What follows belongs to an exercise in optimizing a design on an open flow for small area and a short achievable clock period; a production flow would make more cautious choices. Only simulation tests tie the RTL to the original design; equivalence was not proved.

==> design/flow/design.v <==
module preprocessing
(A,B,Adash,Bdash,Asign,Bsign, clk);
input [15:0] A;
input [15:0] B;
input clk; 
output [15:0] Adash;
output [15:0] Bdash;
output Asign;
output Bsign;
reg [15:0] Adash,Bdash;
reg Asign,Bsign;
always @(posedge clk) begin
Asign <= A[15];
Bsign <= B[15];
if(A[15])
	 Adash[15:0] <= -A;  
else
	 Adash <= A[15:0];
if(B[15])
	 Bdash[15:0] <= -B;
else
	 Bdash <= B[15:0];
end
endmodule
module multiplier
(A,B,Asign,Bsign,Product,en, clk);
input [15:0] A;
input [15:0] B;
input clk;
input Asign,Bsign;
output [30:0] Product;
output en;
reg [30:0] Product;
reg en;
always @(posedge clk) begin
	 Product <= A * B;
	 en <= Asign ^ Bsign;
end
endmodule
module postprocessing
(Cdash,en,C, clk);
input [30:0] Cdash;
input en;
input clk;
output [30:0] C;
reg [30:0] C;
always @(posedge clk) begin
if(en)
	 C[30:0] <= -Cdash;
else
	 C[30:0] <= Cdash;
end
endmodule
module IntegratedSystem
(A,B,C, clk);
input clk;
input [15:0] A;
input [15:0] B;
output [30:0] C;
wire [15:0]Adash,Bdash;
wire [30:0] Product;
wire Asign,Bsign,en;
preprocessing pre (A,B,Adash,Bdash,Asign,Bsign,clk);
multiplier mul(Adash,Bdash,Asign,Bsign,Product,en,clk);
postprocessing post(Product,en,C,clk);
endmodule
==> design/flow/run.sh <==
#!/bin/bash
# synth_recipe.tcl (not shown) runs the flow's synth.tcl, then flattens the netlist and writes it again
# the make line also repeats each setting of config.mk as NAME=value (left out here)
make -C /OpenROAD-flow-scripts/flow DESIGN_CONFIG=/design/flow/config.mk WORK_HOME=/design/flow/orfs CLKGATE_MAP_FILE= SYNTH_SCRIPT=/design/flow/synth_recipe.tcl finish
==> design/flow/config.mk <==
export PLATFORM = sky130hd
export DESIGN_NAME = IntegratedSystem
export DESIGN_NICKNAME = IntegratedSystem
export VERILOG_FILES = /design/flow/design.v
export SDC_FILE = /design/flow/constraint.sdc
export NUM_CORES = 4
export LEC_CHECK = 0
export CAP_MARGIN = 20
export CORE_MARGIN = 2
export CORE_UTILIZATION = 40
export SLEW_MARGIN = 20
==> design/flow/constraint.sdc <==
create_clock -name core_clock -period 6.5 [get_ports {clk}]
set_input_delay 1.3000 -clock core_clock [delete_from_list [all_inputs] [get_ports {clk}]]
set_output_delay 1.3000 -clock core_clock [all_outputs]
set_load 0.01 [all_outputs]
==> impl_metrics.tcl <==
set metrics [dict create \
    end_kind "flip-flop" \
    die_h_um 174 \
    cts_tree "built" \
    slowest_delay_ns 0.73 \
    drive_gt1_frac 0.0624 \
    status "timing/DRC/antenna clean" \
    ys_warn_count 3 \
    wl_um 25900 \
    ant_nets 0 \
    worst_slack_ns 0.329 \
    die-area_sq_um 30400 \
    post-route-period-util 0.949 \
    r2r-end "mul.Product[30]" \
    post-route-util 0.460 \
    die_w_um 174 \
    synth_top_area_cell "fa_1" \
    cts.sinks 97 \
    cts_made_buffers 9 \
    wl_per_cell_um 15.1 \
    dp_hpwl_um 21200 \
    stdcell_count 1715 \
    cp_slowest_cell "dfxtp_1" \
    cp_top_family "adder cells" \
    cts_buffer_depth 2 \
    antenna_found_initial 1 \
    grt_pass1_wl_um 42600 \
    worstMarginPinSlew_ns 1.02 \
    slew_headroom 0.322 \
    ys_ff_latch 97 \
    r2r_setup_slack_ns 0.33 \
    hold_class "flip-flop to flip-flop" \
    rr_startpoint "pre.Bdash[11]" \
    dr_total_vias 8153 \
    fin_area_sq_um 13200 \
    path_buf_inv 4 \
    htree_levels 3 \
    postCtsSetupRepairBufs 0 \
    synth_ff_type "dfxtp_1" \
    clockRootBuffer "clkbuf_16" \
    rsz0062_at_grt "false" \
    core-area_sq_um 28600 \
    critPathArrivalTime_ns 6.42 \
    final-setup-viol-count 0 \
    hold_viol_final 0 \
    yosysMostFrequentCell "inv_1" \
    io_pins 64 \
    nets 1654 \
    syn_area_per_cell_sq_um 9.26 \
    path_cells "nand2_1 > fa_1 > inv_1 > fa_1 > fa_1 > fa_1 > fa_1 > inv_1 > fa_1 > inv_1 > ha_1 > and4_4 > and3_1 > a221o_1 > o31ai_1 > buf_4 > o21ai_0 > o21ba_2 > a211o_1" \
    hold_start "mul.Product[0]" \
    port_buffers 63 \
    yosysSeqAreaShare 0.168 \
    synthTopCellsByArea "fa_1, dfxtp_1, ha_1, inv_1, and2_1" \
    whs_path_depth 0 \
    placed_cell_area_sq_um 12800 \
    syn-instance-count 1251 \
    setup.worst_path.start_class "flip-flop" \
    finClkSkew_ns 0.0147 \
    start_util 0.405 \
    crit_type "flip-flop to flip-flop" \
    dr.first_iter.drc_count 346 \
    dp_cells 1698 \
    cts_hold_buf 0 \
    finalSetupTns_ns 0 \
    drc 0 \
    globalplace.congestion 0.874 \
    critPathMaxFanout 13 \
    fin_crit_ns 6.17 \
    required_ns 6.75 \
    netlist_area_sq_um 11600 \
    row_count 62 \
    drv_cap 0 \
    async_reset_ff_frac 0 \
    finalMaxSlewViolations 0 \
    max_freq_ghz 0.162 \
    grt.overflow.total 0 \
    track_usage 0.177 \
    synth_edf_count 0 \
    clkLatencyLatePin_ns 0.36 \
    area_growth_pct 13.7 \
    cp_num_cells 19 \
    pre_cts_ws_ns 0.153 \
    drtPass1Iterations 5 \
    holdPathEnd "post.C[0]" \
    reg2reg_depth 19 \
    vias_per_cell 4.75 \
    crit_path_frequent_cell "fa_1" \
    synth.top_cell.area_share 0.333 \
    synthesis.nets 1580 \
    netlist_top_cells_count "inv_1, fa_1, nand2_1, and2_1, ha_1" \
    synth_cell_type_count 53 \
    clk_pin_slew_ns 0.08 \
    grt_max_degree 32 \
    cts_resized 0 \
    fin_hold_ws_ns 0.389 \
    grt_pass1_vias 8410 \
]
==> layout make-up <==
cell class              count  area [sq um]
fillers                  2721         15400
flip-flops and latches     97          1960
repair buffers            102           923
clock buffers              10           239
clock inverters             6          86.3
diodes                      1          2.50
inverters                 244           916
multi-input cells         871          8570
well taps                 384           480
==> cells by family after synthesis <==
kind of cell / share of synthesized area
DFF: 0.168
and+or+nand+nor: 0.161
AOI/OAI and AO/OA: 0.0686
xor gates and xnor gates: 0.0657
buffers and inverters: 0.0928
adders and majority gates: 0.445
==> cells in the final DEF (no fill, tap or decap), drive strengths merged, types with 20 or more instances in the layout <==
| cell | instances |
|---|---|
| a21oi | 36 |
| fa | 193 |
| inv | 246 |
| dfxtp | 97 |
| clkdlybuf4s50 | 63 |
| and2 | 120 |
| xnor2 | 67 |
| ha | 103 |
| buf | 39 |
| o21ai | 33 |
| nand2 | 177 |
| xor2 | 20 |
==> worst max path at each step <==
stage	end	from	slack, ns
2_1_floorplan	mul.Product[30]	pre.Bdash[7]	0.55
3_3_place_gp	mul.Product[30]	pre.Adash[6]	0.14
3_5_place_dp	mul.Product[30]	pre.Bdash[1]	0.15
4_1_cts	mul.Product[30]	pre.Adash[6]	0.13
5_1_grt	mul.Product[30]	pre.Adash[6]	0.006
6_report	mul.Product[30]	pre.Bdash[11]	0.33
==> layer usage <==
metal,part of all wire,GRT usage
met1,0.49,0.252
met2,0.41,0.263
met3,0.082,0.0538
met4,0.015,0.0399
met5,0,0
==> flip-flops by register name, summed over array words and instances, names as in the netlist <==
name / count
mul.Product: 31
mul.en: 1
post.C: 31
pre.Adash: 16
pre.Asign: 1
pre.Bdash: 16
pre.Bsign: 1

-- re-timing with driven ports --
In the flow no input, the clock included, has a driving cell. The finished layout below was timed again as built, in two steps.
Step 1 sets driving cells, clkbuf_16 on the clock port and buf_2 on the other inputs (assumed; they add their load-dependent delay and slew).
Step 2 adds t to the input delays and takes it off the output delays; t is the mean of the earliest and latest rising clock arrival at the registers after step 1. Input paths then give back, and output paths get back, about the clock's delay inside the block.
a / b / c = ideal / step 1 / step 2; a / b = the first two.
t, ns: 0.397
slack for setup (ns): 0.329 / 0.329 / 0.329
clock arrival spread, ns: 0.015 / 0.014
cell pins on the clock port's net: 1
After both steps setup and hold are still met in this run. The setup slack of this run moves by 0.000 ns with the drivers and by 0.000 ns with both steps.
